Context: an optimization exercise on an open-source flow, tuned for small area and a short achievable clock period. The choices shown serve that exercise and are no tape-out recipe.
No functional check of the RTL was part of any run shown here.
Power is estimated from default activity; no workload was simulated.

==> flow/design.v (outline; a module is shown in full before it is edited, if it fits) <==
// module alu_top: 24 lines
// module ALU: 935 lines
// module ha: 6 lines
// module fa: 6 lines
module alu_top(CLK, OP1, OP2, OPRN, OUT, ZERO);
  // ...
==> flow/run.sh <==
#!/bin/bash
# synth_recipe.tcl (not shown) runs the flow's synth.tcl, then flattens the netlist and writes it again
# the make line also repeats each setting of config.mk as NAME=value (left out here)
make -C /OpenROAD-flow-scripts/flow DESIGN_CONFIG=/design/flow/config.mk WORK_HOME=/design/flow/orfs CLKGATE_MAP_FILE= SYNTH_SCRIPT=/design/flow/synth_recipe.tcl finish
==> flow/config.mk <==
export PLATFORM = sky130hd
export DESIGN_NAME = alu_top
export DESIGN_NICKNAME = alu_top
export VERILOG_FILES = /design/flow/design.v
export SDC_FILE = /design/flow/constraint.sdc
export NUM_CORES = 4
export LEC_CHECK = 0
export CAP_MARGIN = 50
export CORE_MARGIN = 2
export CORE_UTILIZATION = 40
export SLEW_MARGIN = 70
export SYNTH_HIERARCHICAL = 1
export SYNTH_MINIMUM_KEEP_SIZE = 0
==> flow/constraint.sdc <==
create_clock -name core_clock -period 29.5 [get_ports {CLK}]
set_input_delay 5.9000 -clock core_clock [delete_from_list [all_inputs] [get_ports {CLK}]]
set_output_delay 5.9000 -clock core_clock [all_outputs]
set_load 0.01 [all_outputs]
==> impl_metrics.toml, run 1 <==
[pwr]
power_mw = 1.189
ir_drop_v = 0.00004671
p_int_mw = 0.5911
seq_power_mw = 0.189
comb_cell_power_mw = 0.884
p_clk_mw = 0.116
clkPwrFrac_pct = 9.7
p_leak_nw = 8.018

[sta]
setup-violations-final = 0
fin_setup_tns_ps = 0
finalMaxSlewViolations = 0
slew-limit-headroom_pct = 67.68
holdWs_ps = 749.9
fin_crit_ps = 9162

[floorplanning]
num_io_pins = 104
die_w_um = 212.5

[worst_setup_path]
r2r_start = "oprn_q[2]$_DFF_P_"
worst_setup_path_start_kind = "flop"
critical_path_class = "flop to flop"

[grt]
met2_usage_pct = 47.05
grt_usage_pct = 30.04
grt_max_degree = 44
grt_use_met3_pct = 6.027

[finish]
num-multi-input-gates = 1505
num-nonclk-buffers = 181
final_common_cell = "xnor2_1"
regArea_um2 = 2059
post-route-util_pct = 46.71

[run]
drv_cap = 0

[yosys]
syn_nets = 2268

[detailed_routing]
drt-pass1-iter-count = 6
wl_met1_um = 27380

[run_status]
status = "finished clean"

[cts]
cts_tree = "done"
cts_setup_buffers = 0

[min_path]
hp-start = "op2_q[26]$_DFF_P_"

[placed_design]
placedCellCount = 2481
==> run 2: changes to the inputs <==
--- a/flow/config.mk
+++ b/flow/config.mk
@@ -5,9 +5,9 @@
 export SDC_FILE = /design/flow/constraint.sdc
 export NUM_CORES = 4
 export LEC_CHECK = 0
-export CAP_MARGIN = 50
+export CAP_MARGIN = 20
 export CORE_MARGIN = 2
 export CORE_UTILIZATION = 40
-export SLEW_MARGIN = 70
+export SLEW_MARGIN = 20
 export SYNTH_HIERARCHICAL = 1
 export SYNTH_MINIMUM_KEEP_SIZE = 0
==> run 2 against run 1 <==
Against the previous run: synthesized cell count did not move; cell area fell by 3.8%; register-to-register slack got worse by 930 ps; first-iteration DRC count fell by 2.1%; sequential power barely moved.
==> impl_metrics.toml, run 2 <==
[sta]
fin_crit_ps = 10090
fin_setup_tns_ps = 0
finalMaxSlewViolations = 0
tightest_slew_ps = 1189
slew-limit-headroom_pct = 19.72
fin_crit_sh_pct = 34.21
hold_violations = 0
fmax_ghz = 0.09910
fin_ws_ps = 19410
skew_ps = 13.97
rsz0062_at_grt = "false"
setup-violations-final = 0

[floorplanning]
die_area_um2 = 45150
start_util_pct = 40.45
die_y_um = 212.5
die_w_um = 212.5
num_io_pins = 104
core_area_um2 = 42980
fp-row-count = 76

[min_path]
hold_path.class = "flop to flop"
hold_depth = 2

[worst_setup_path]
critical_path_class = "flop to flop"
worst_setup_path_start_kind = "flop"
cp.required_ps = 29730
crit_path_top_delay_cell = "mux2i_1"
reg2reg_depth = 26
endpoint_kind = "flop"
crit_family = "adder cells"
critPathMaxStageDelay_ps = 910
cp.buffers_inverters = 3
crit_arrival_ps = 10320
cp_max_fo = 52
crit_path_frequent_cell = "fa_1"
worst-path-stages = 26

[detailed_routing]
via_per_inst = 6.300
drt_first_iter_violations = 1876
drt-pass1-iter-count = 6
postRouteAntennaNets = 0
routed_wl_um = 66710
vias = 15605
avgRoutedWirePerCell_um = 26.93
drcViolationCount = 0

[pwr]
ir_drop_v = 0.00004899
combinationalPowerShare_pct = 73.9
power.density_nw_per_um2 = 60.94
netSwitchingPower_mw = 0.5863
power_mw = 1.177
p_leak_nw = 7.711
switching_share_pct = 49.81
sequentialPowerShare_pct = 15.9
p_int_mw = 0.5908
clkPwrFrac_pct = 10.2

[grt]
grt_usage_pct = 29.79
grt_max_degree = 53
antenna_found_initial = 1
grt_pass1_wl_um = 99240
grt-ovfl-total = 0
grt_pass1_vias = 15603

[yosys]
synth_area_per_cell_um2 = 9.298
synth_area_um2 = 17390
yosys_warnings = 7
syn_nets = 2268
syn_inst = 1870

[finish]
fillers = 4263
drive_gt1_share_pct = 7.774
final_nets = 2285
final_common_cell = "xnor2_1"
mostFrequentLayoutCells = "xnor2_1 (318), fa_1 (228), o22ai_1 (150), a22oi_1 (120), inv_1 (106)"
area_growth_pct = 11.10
reg_top3 = "op1_q: 32 flops, op2_q: 32 flops, out_q: 32 flops"

[placed_design]
dp_hpwl_um = 50770
dp_slack_ps = 19640
globalplace.congestion = 0.9483
io_buffers = 101

[cts]
cts_setup_buffers = 0
cts_buffers = 9
root_buffer = "clkbuf_16"
ctsHoldBuffers = 0
clk_latency_ps = 360
clock_path_buffers = 2
cts_tree = "done"
htreeDepth = 3
path_clk_slew_ps = 70
clkSinkCount = 101
cts_resized = 0

[run_status]
status = "finished clean"

[run]
drv_cap = 0
run 2: worst min-delay path: stages, from the launching register on:
cell and delay, ps:
dfxtp_1 450, o2111ai_1 140, nand3_1 80
run 2: final timing paths:
check	slack, ps	from	to
worst max register to register	19410	oprn_q[2]$_DFF_P_	out_q[0]$_DFF_P_
worst min-delay path	740	op2_q[26]$_DFF_P_	out_q[26]$_DFF_P_
worst max-delay path	19410	oprn_q[2]$_DFF_P_	out_q[0]$_DFF_P_
worst min register to register	740	op2_q[26]$_DFF_P_	out_q[26]$_DFF_P_
run 2: area by class of cell:
type	instances	area (µm²)	share of cell area [%]
diodes	1	2.502	0.01296
clock buffers	9	225.2	1.166
clock inverters	6	80.08	0.4146
inverters	113	424.2	2.196
multi-input cells	1505	14400	74.54
flip-flops and latches	101	2022	10.47
well taps	585	732.0	3.789
repair buffers	157	1431	7.410
run 2: layer usage:
metal  global-route usage [%]  vias up  part of all wire (%)
li1                         -     6653                     -
met1                    39.52     7814                    40
met2                    46.87      986                    45
met3                    7.991      150                    11
met4                    10.18        2                   3.9
met5                        0        -                 0.018
run 2: per-stage QoR:
step / cell area, µm² / hold slack (ps) / std cells / util [%]
final: 19320 / 741.0 / 2477 / 44.94
after detailed placement: 19000 / 695.3 / 2461 / 44.20
after floorplan: 17390 / 522.6 / 1870 / -
after global routing: 19310 / 764.4 / 2476 / 44.93
after global placement: 18990 / 694.9 / 2461 / 44.19
after CTS: 19300 / 712.3 / 2476 / 44.91
run 2: power groups by stage:
stage | Combinational, mW | Sequential, mW | Clock, mW
CTS | 0.862 | 0.187 | 0.123
finish | 0.869 | 0.187 | 0.120
floorplan | 0.549 | 0.190 | 0
detailed placement | 0.857 | 0.190 | 0
global route | 0.944 | 0.189 | 0.130
global placement | 0.850 | 0.189 | 0
==> run 3: changes to the inputs <==
==> flow/flow/run.sh (new file) <==
#!/bin/bash
set -euo pipefail
bash standard.sh SETUP_SLACK_MARGIN=22 finish > standard_flow.log 2>&1
==> flow/standard.sh (new file) <==
#!/bin/bash
# synth_recipe.tcl (not shown) runs the flow's synth.tcl, then flattens the netlist and writes it again
# the make line also repeats each setting of config.mk as NAME=value (left out here)
make -C /OpenROAD-flow-scripts/flow DESIGN_CONFIG=/design/flow/config.mk WORK_HOME=/design/flow/orfs CLKGATE_MAP_FILE= SYNTH_SCRIPT=/design/flow/synth_recipe.tcl "${@:-finish}"
removed: flow/run.sh
==> run 3 against run 2 <==
Against the previous run: still clean on timing, DRC and antenna; combinational power is 16% higher; hold slack got worse by 5.9 ps; sequential power up 2%; area after synthesis unchanged; wire length rose by 9.1%; first-iteration DRC count is 14% higher; critical path depth rose by 1; power up 13%; via count up 5.2%; die area unchanged; clock-buffer cell count stayed put; critical path type unchanged; highest routed layer unchanged.
==> impl_metrics.toml, run 3 <==
[run_status]
status = "finished clean"

[finish]
reg_top3 = "op1_q: 32 flops, op2_q: 32 flops, out_q: 32 flops"
final_common_cell = "xnor2_1"
diodes = 0
drive_gt1_share_pct = 19.95
mostFrequentLayoutCells = "xnor2_1 (313), fa_1 (196), o22ai_1 (139), buf_4 (118), a22oi_1 (111)"
area_growth_pct = 25.58
final_nets = 2408

[sta]
skew_ps = 11.78
setup-violations-final = 0
fin_crit_ps = 7598
slew-limit-headroom_pct = 14.96
fin_crit_sh_pct = 25.75
finalMaxSlewViolations = 0
hold_violations = 0
fin_setup_tns_ps = 0
rsz0062_at_grt = "true"
fmax_ghz = 0.1316
holdWs_ps = 735.1
tightest_slew_ps = 1260

[floorplanning]
num_io_pins = 104
core_area_um2 = 42980
die_y_um = 212.5
die_area_um2 = 45150
start_util_pct = 40.45
die_w_um = 212.5
fp-row-count = 76

[grt]
grt_pass1_vias = 16403
grt_max_degree = 42
grt_usage_pct = 31.94
antenna_found_initial = 5
grt-ovfl-total = 0
grt_pass1_wl_um = 105900

[worst_setup_path]
critPathMaxStageDelay_ps = 680
endpoint_kind = "flop"
crit_arrival_ps = 7840
cp.buffers_inverters = 7
critical_path_class = "flop to flop"
crit_family = "adder cells"
worst-path-stages = 27
crit_path_top_delay_cell = "fa_2"
reg2reg_depth = 27
worst_setup_path_start_kind = "flop"
cp_max_fo = 9
crit_path_frequent_cell = "fa_1"
cp.required_ps = 29740

[pwr]
p_leak_nw = 8.727
power.density_nw_per_um2 = 60.72
power_mw = 1.326
ir_drop_v = 0.00005477

[cts]
clock_path_buffers = 2
clk_latency_ps = 370
root_buffer = "clkbuf_16"
clkSinkCount = 101
path_clk_slew_ps = 80
cts_tree = "done"
htreeDepth = 3
cts_buffers = 9

[detailed_routing]
drt_first_iter_violations = 2137
wl_met2_um = 32180
drcViolationCount = 0
wl_met1_um = 27680
vias = 16420
postRouteAntennaNets = 0
via_per_inst = 6.315
drt-pass1-iter-count = 7
dr.max_layer_used = "met5"
avgRoutedWirePerCell_um = 27.99
dr_wl_met3_um = 8649
routed_wl_um = 72780

[min_path]
hold_depth = 2
hold_path.class = "flop to flop"

[yosys]
yosys_warnings = 7
syn_inst = 1870
syn_nets = 2268
synth_area_um2 = 17390
synth_area_per_cell_um2 = 9.298

[placed_design]
globalplace.congestion = 0.9639
io_buffers = 101
dp_hpwl_um = 51010

[run]
drv_cap = 0
==> run 3: cell types whose count changed in the layout (fill, tap and decap cells not counted), moves of 20 or more <==
cell / change
buf_4: +62
fa_1: -32
mux2i_4: +20
mux2i_1: -21
fa_2: +32
buf_12: +23
==> run 3: stage by stage <==
step / std cells / area (µm²) / util, % / worst slack [ps]
after floorplan: 1870 / 17500 / - / 22000
after global placement: 2452 / 19010 / 44.24 / 19710
after detailed placement: 2452 / 19020 / 44.25 / 19590
after CTS: 2569 / 21230 / 49.39 / 22000
after global routing: 2600 / 21830 / 50.80 / 21740
final: 2600 / 21830 / 50.80 / 21900
==> run 3: worst paths after layout <==
| path | start | end | slack (ps) |
|---|---|---|---|
| max | oprn_q[2]$_DFF_P_ | out_q[31]$_DFF_P_ | 21900 |
| min | op2_q[26]$_DFF_P_ | out_q[26]$_DFF_P_ | 740 |
| max reg2reg | oprn_q[2]$_DFF_P_ | out_q[31]$_DFF_P_ | 21900 |
| min reg2reg | op2_q[26]$_DFF_P_ | out_q[26]$_DFF_P_ | 740 |
==> run 3: final cells by class <==
type                            count  area (µm²)
Sequential cell                   101        2044
Multi-Input combinational cell   1508       15260
Clock inverter                      7       87.58
Inverter                          113       431.7
Clock buffer                        9       225.2
Tap cell                          585       732.0
Fill cell                        3945       21150
Timing Repair Buffer              277        3057
==> run 3: worst min-delay path: stages (launching register included) <==
cell and delay, ps:
dfxtp_1 460, o2111ai_1 140, nand3_1 70
==> run 3: per-layer routing <==
| layer | track usage (%) | vias up |
|---|---|---|
| met5 | 0 | - |
| met4 | 13.53 | 4 |
| met3 | 8.626 | 254 |
| met2 | 50.39 | 1111 |
| met1 | 41.22 | 8129 |
| li1 | - | 6922 |
==> run 3: report_power, final <==
group	switching (mW)	internal [mW]
Combinational	0.577	0.436
Clock	0.0601	0.0613
Sequential	0.0253	0.166
Total	0.662	0.663
==> run 3: repair_timing <==
| item | CTS | global route |
|---|---|---|
| resized for setup | 154 | 71 |
| pin swaps | 21 | 50 |
| hold endpoints to repair | 0 | 0 |
| buffers inserted | 85 | 28 |
| hold buffers | 0 | 0 |
| endpoints found under the setup margin | 33 | 20 |
| cloned | 16 | 3 |
==> run 4: changes to the inputs <==
==> flow/flow/run.sh (replaced) <==
#!/bin/bash
set -euo pipefail
bash standard.sh SETUP_SLACK_MARGIN=23 finish > standard_flow.log 2>&1
==> run 4 against run 3 <==
Against the previous run: sequential power grew 3%; synthesized cell count is the same; die area is the same; critical path depth grew 1; clock power is essentially flat; maximum frequency grew 2.3%; global-route usage grew 1.8 points.
==> impl_metrics.toml, run 4 <==
[sta]
finalMaxSlewViolations = 0
hold_violations = 0
slew-limit-headroom_pct = 14.73
fin_crit_sh_pct = 25.16
holdWs_ps = 751.6
fin_setup_tns_ps = 0
setup-violations-final = 0
skew_ps = 9.025
tightest_slew_ps = 1263
fmax_ghz = 0.1347
fin_ws_ps = 22080
rsz0062_at_grt = "true"
fin_crit_ps = 7423

[floorplanning]
num_io_pins = 104
die_y_um = 212.5
core_area_um2 = 42980
die_area_um2 = 45150
die_w_um = 212.5
fp-row-count = 76
start_util_pct = 40.45

[grt]
antenna_found_initial = 2
grt_busiest_layer = "met2"
grt-ovfl-total = 0
grt_usage_pct = 33.75
grt_use_met3_pct = 8.582
met2_usage_pct = 51.94
grt_max_degree = 41
grt_pass1_wl_um = 111400
use_met1_pct = 43.76
grt_pass1_vias = 17007

[min_path]
hold_path.class = "flop to flop"

[cts]
clk_latency_ps = 360
cts_buffers = 9
cts_tree = "done"
path_clk_slew_ps = 80
clkSinkCount = 101
htreeDepth = 3
root_buffer = "clkbuf_16"
clock_path_buffers = 2

[pwr]
p_leak_nw = 9.417
ir_drop_v = 0.00006921
power.density_nw_per_um2 = 66.96

[placed_design]
globalplace.congestion = 0.9312
dp_hpwl_um = 51920
dp_slack_ps = 19830
io_buffers = 101
placed_area_um2 = 19300

[finish]
drive_gt1_share_pct = 33.08
reg_top3 = "op1_q: 32 flops, op2_q: 32 flops, out_q: 32 flops"
final_area_um2 = 23690
fillers = 3752
mostFrequentLayoutCells = "xnor2_1 (296), buf_4 (170), fa_1 (144), o22ai_1 (124), inv_1 (96)"
area_growth_pct = 36.27
multiInputGateArea_um2 = 16250
final_nets = 2491
regArea_um2 = 2069
final_common_cell = "xnor2_1"
diodes = 0

[run]
drv_cap = 0

[worst_setup_path]
cp.buffers_inverters = 7
cp.required_ps = 29740
crit_arrival_ps = 7660
endpoint_kind = "flop"
r2r_start = "oprn_q[2]$_DFF_P_"
cp_max_fo = 6
crit_path_top_delay_cell = "fa_2"
critPathMaxStageDelay_ps = 570
worst_setup_path_start_kind = "flop"
worstReg2RegEnd = "out_q[31]$_DFF_P_"
worst-path-stages = 28
critical_path_class = "flop to flop"
cp-startpoint = "oprn_q[2]$_DFF_P_"
rrSetupSlack_ps = 22080
endpoint = "out_q[31]$_DFF_P_"
crit_family = "adder cells"
crit_path_frequent_cell = "fa_2"
reg2reg_depth = 28

[detailed_routing]
postRouteAntennaNets = 0
vias = 17334
avgRoutedWirePerCell_um = 29.12
drt_first_iter_violations = 2260
drcViolationCount = 0
routed_wl_um = 78130
via_per_inst = 6.461
drt-pass1-iter-count = 6

[yosys]
yosys_warnings = 7
syn_nets = 2268
synth_area_per_cell_um2 = 9.298
syn_inst = 1870
synth_area_um2 = 17390

[run_status]
status = "finished clean"
run 4: where the power goes:
part	internal, mW	switching, mW
Combinational	0.594	0.676
Sequential	0.169	0.0277
Clock	0.0609	0.0596
run 4: area by class of cell:
class | instances | area share, %
Multi-Input combinational cell | 1510 | 68.60
Tap cell | 585 | 3.089
Sequential cell | 101 | 8.735
Clock inverter | 7 | 0.3802
Inverter | 113 | 1.827
Timing Repair Buffer | 358 | 16.42
Clock buffer | 9 | 0.9506
run 4: metrics by stage:
stage | utilization (%) | total power, mW | cells
6_report | 55.12 | 1.587 | 2683
3_3_place_gp | 44.89 | 1.080 | 2448
5_1_grt | 55.12 | 1.658 | 2683
2_1_floorplan | - | 0.7650 | 1870
4_1_cts | 51.78 | 1.427 | 2614
3_5_place_dp | 44.89 | 1.088 | 2448
run 4: how the worst min path moves through the flow:
stage	slack [ps]	startpoint	endpoint	cells past startpoint
floorplan	520	op2_q[26]$_DFF_P_	out_q[26]$_DFF_P_	2
global placement	700	op2_q[26]$_DFF_P_	out_q[26]$_DFF_P_	2
detailed placement	720	op2_q[26]$_DFF_P_	out_q[26]$_DFF_P_	2
CTS	730	op2_q[26]$_DFF_P_	out_q[26]$_DFF_P_	2
global route	770	op2_q[26]$_DFF_P_	out_q[26]$_DFF_P_	2
finish	750	op2_q[26]$_DFF_P_	out_q[26]$_DFF_P_	2
run 4: tightest hold or removal path, stage by stage, from the launching register on:
cell and delay, ps:
dfxtp_1 470, o2111ai_1 150, nand3_1 70
run 4: metal layers:
layer	vias up	part of all wire, %
met1	8614	37
met5	-	0.015
met4	2	7.3
li1	7120	-
met2	1268	43
met3	330	12
run 4: timing repair:
action,CTS,global route
setup endpoints to repair,66,66
pin swaps,81,112
buffers inserted,129,67
hold buffers,0,0
cloned,21,2
gates resized for setup,388,176
==> run 5: changes to the inputs <==
==> flow/flow/run.sh (replaced) <==
#!/bin/bash
set -euo pipefail
bash standard.sh SETUP_SLACK_MARGIN=21 finish > standard_flow.log 2>&1
==> run 5 against run 4 <==
Against the previous run: largest cell class unchanged; clock skew is 5.6 ps higher; sequential share of layout area is 1.5 points higher; sequential power is 5% lower; clock-buffer cell count stayed put; synthesized cell count stayed put; maximum frequency is 10% lower; utilization is 9.1 points lower; non-clock buffer count is 184 lower; final cell count is 7.0% lower; global-route usage is 3.8 points lower; clock power hardly changed; wire length is 14% lower.
==> impl_metrics.toml, run 5 <==
[run_status]
status = "finished clean"

[cts]
path_clk_slew_ps = 70
clkSinkCount = 101
htreeDepth = 3
cts_buffers = 9
ctsHoldBuffers = 0
cts_tree = "done"
root_buffer = "clkbuf_16"
clk_latency_ps = 360
clock_path_buffers = 2

[finish]
final_nets = 2302
reg_top3 = "op1_q: 32 flops, op2_q: 32 flops, out_q: 32 flops"
final_area_um2 = 19780
final_common_cell = "xnor2_1"
mostFrequentLayoutCells = "xnor2_1 (318), fa_1 (227), o22ai_1 (148), a22oi_1 (120), inv_1 (106)"
drive_gt1_share_pct = 9.591
area_growth_pct = 13.79
fillers = 4220

[sta]
tightest_slew_ps = 1153
fin_crit_sh_pct = 28.00
setup-violations-final = 0
slew-limit-headroom_pct = 22.19
rsz0062_at_grt = "false"
fin_crit_ps = 8261
fmax_ghz = 0.1211
skew_ps = 14.61
fin_setup_tns_ps = 0
finalMaxSlewViolations = 0
hold_violations = 0

[worst_setup_path]
crit_arrival_ps = 8550
worst_setup_path_start_kind = "flop"
r2r_start = "oprn_q[2]$_DFF_P_"
reg2reg_depth = 26
rrSetupSlack_ps = 21240
cp-startpoint = "oprn_q[2]$_DFF_P_"
crit_path_frequent_cell = "fa_1"
endpoint_kind = "flop"
cp_max_fo = 37
worstReg2RegEnd = "zero_q$_DFF_P_"
critPathMaxStageDelay_ps = 650
critical_path_class = "flop to flop"
crit_path_top_delay_cell = "fa_1"
cp.required_ps = 29790

[yosys]
syn_inst = 1870
yosys_warnings = 7
synth_area_per_cell_um2 = 9.298
synth_area_um2 = 17390
syn_nets = 2268

[grt]
use_met1_pct = 39.88
grt_busiest_layer = "met2"
grt_max_degree = 53
antenna_found_initial = 3
grt-ovfl-total = 0
met2_usage_pct = 46.60
grt_pass1_wl_um = 99830
grt_usage_pct = 29.94
grt_pass1_vias = 15680
grt_use_met3_pct = 8.021

[pwr]
ir_drop_v = 0.00004968
power.density_nw_per_um2 = 60.30
p_leak_nw = 7.905
power_mw = 1.193

[detailed_routing]
routed_wl_um = 67570
drt-pass1-iter-count = 6
postRouteAntennaNets = 0
avgRoutedWirePerCell_um = 27.09
drt_first_iter_violations = 1922
drcViolationCount = 0
vias = 15637
via_per_inst = 6.270

[floorplanning]
core_area_um2 = 42980
die_area_um2 = 45150
die_w_um = 212.5
num_io_pins = 104
start_util_pct = 40.45
fp-row-count = 76
die_y_um = 212.5

[min_path]
holdPathEnd = "out_q[26]$_DFF_P_"
hp-start = "op2_q[26]$_DFF_P_"
hold_path.class = "flop to flop"
hold_depth = 2

[placed_design]
placed_area_um2 = 19000
dp_hpwl_um = 50770
globalplace.congestion = 0.9483
io_buffers = 101

[run]
drv_cap = 0
[run 5: metrics by stage]
step	instances	util (%)	setup WS (ps)	hold WS (ps)
after global placement	2461	44.19	19700	694.9
after CTS	2480	45.34	21040	710.5
after detailed placement	2461	44.20	19640	695.3
final	2494	46.03	21240	731.1
after floorplan	1870	-	21850	522.6
after global routing	2494	46.03	20970	762.6
[run 5: cell type report]
cell class	count	area (µm²)	area share, %
multi-input combinational	1505	14610	73.82
sequential	101	2023	10.23
timing repair buffer	174	1692	8.550
tap	585	732.0	3.700
inverter	113	424.2	2.144
clock buffer	9	225.2	1.138
clock inverter	6	80.08	0.4048
antenna	1	2.502	0.01265
[run 5: report_power, final]
group | total, mW | leakage (nW) | switching (mW) | internal (mW)
Clock | 0.121 | 0.151 | 0.0535 | 0.0670
Sequential | 0.188 | 0.852 | 0.0224 | 0.166
Combinational | 0.884 | 6.90 | 0.518 | 0.367
Total | 1.19 | 7.90 | 0.593 | 0.599
[run 5: worst max-delay path by stage]
stage | endpoint | depth (start not counted)
6_report | zero_q$_DFF_P_ | 26
2_1_floorplan | out_q[0]$_DFF_P_ | 30
3_5_place_dp | out_q[0]$_DFF_P_ | 26
3_3_place_gp | out_q[31]$_DFF_P_ | 26
4_1_cts | out_q[0]$_DFF_P_ | 28
5_1_grt | zero_q$_DFF_P_ | 26
[run 5: worst max-delay path: cells and delay by family (launching register included)]
kind | cells | cell delay (ps)
muxes | 1 | 490
buffers and inverters | 4 | 670
adders and majority gates | 8 | 3760
xor gates and xnor gates | 1 | 130
AOI/OAI and AO/OA | 4 | 830
DFF | 1 | 480
and+or+nand+nor | 8 | 1790
[run 5: metal layers]
metal | part of all wire, % | vias up
met2 | 45 | 984
met5 | 0.018 | -
met4 | 4.2 | 2
li1 | - | 6688
met1 | 40 | 7785
met3 | 11 | 178
[run 5: repair_timing]
item / 4_1_cts / 5_1_grt
gates resized for setup: 35 / 34
setup buffers: 4 / 10
pin swaps: 0 / 3
hold endpoints to repair: 0 / 0
cloned: 0 / 3
setup endpoints to repair: 30 / 7

-- what the ideal ports hide --
Ports are ideal in the flow. The routed layouts listed here were re-timed in OpenROAD. Step 1, drivers: a clkbuf_16 drives CLK and a buf_2 each remaining input, both assumed. Step 2 moves the port delays by t, midway between the first and last clock arrival at a register: inputs arrive t later, outputs are due t later. That takes back most of the time a late clock gives input paths. a / b / c = no drivers / after step 1 / after step 2; a / b = the first two.
| run | t (ns) | setup slack, ns | worst setup path after step 2 | latest minus earliest clock arrival (ns) | worst slew at a driven data input, ns |
|---|---|---|---|---|---|
| run 1 | 0.397 | 20.338 / 20.338 / 20.338 | register to register | 0.016 / 0.017 | 0.07 |
| run 2 | 0.391 | 19.409 / 19.409 / 19.409 | register to register | 0.014 / 0.014 | 0.07 |
| run 3 | 0.405 | 21.903 / 21.903 / 21.903 | register to register | 0.012 / 0.011 | 0.07 |
| run 4 | 0.397 | 22.077 / 22.077 / 22.077 | register to register | 0.009 / 0.009 | 0.06 |
| run 5 | 0.390 | 21.240 / 21.240 / 21.240 | register to register | 0.014 / 0.015 | 0.07 |
After both steps every run listed still meets setup and hold.
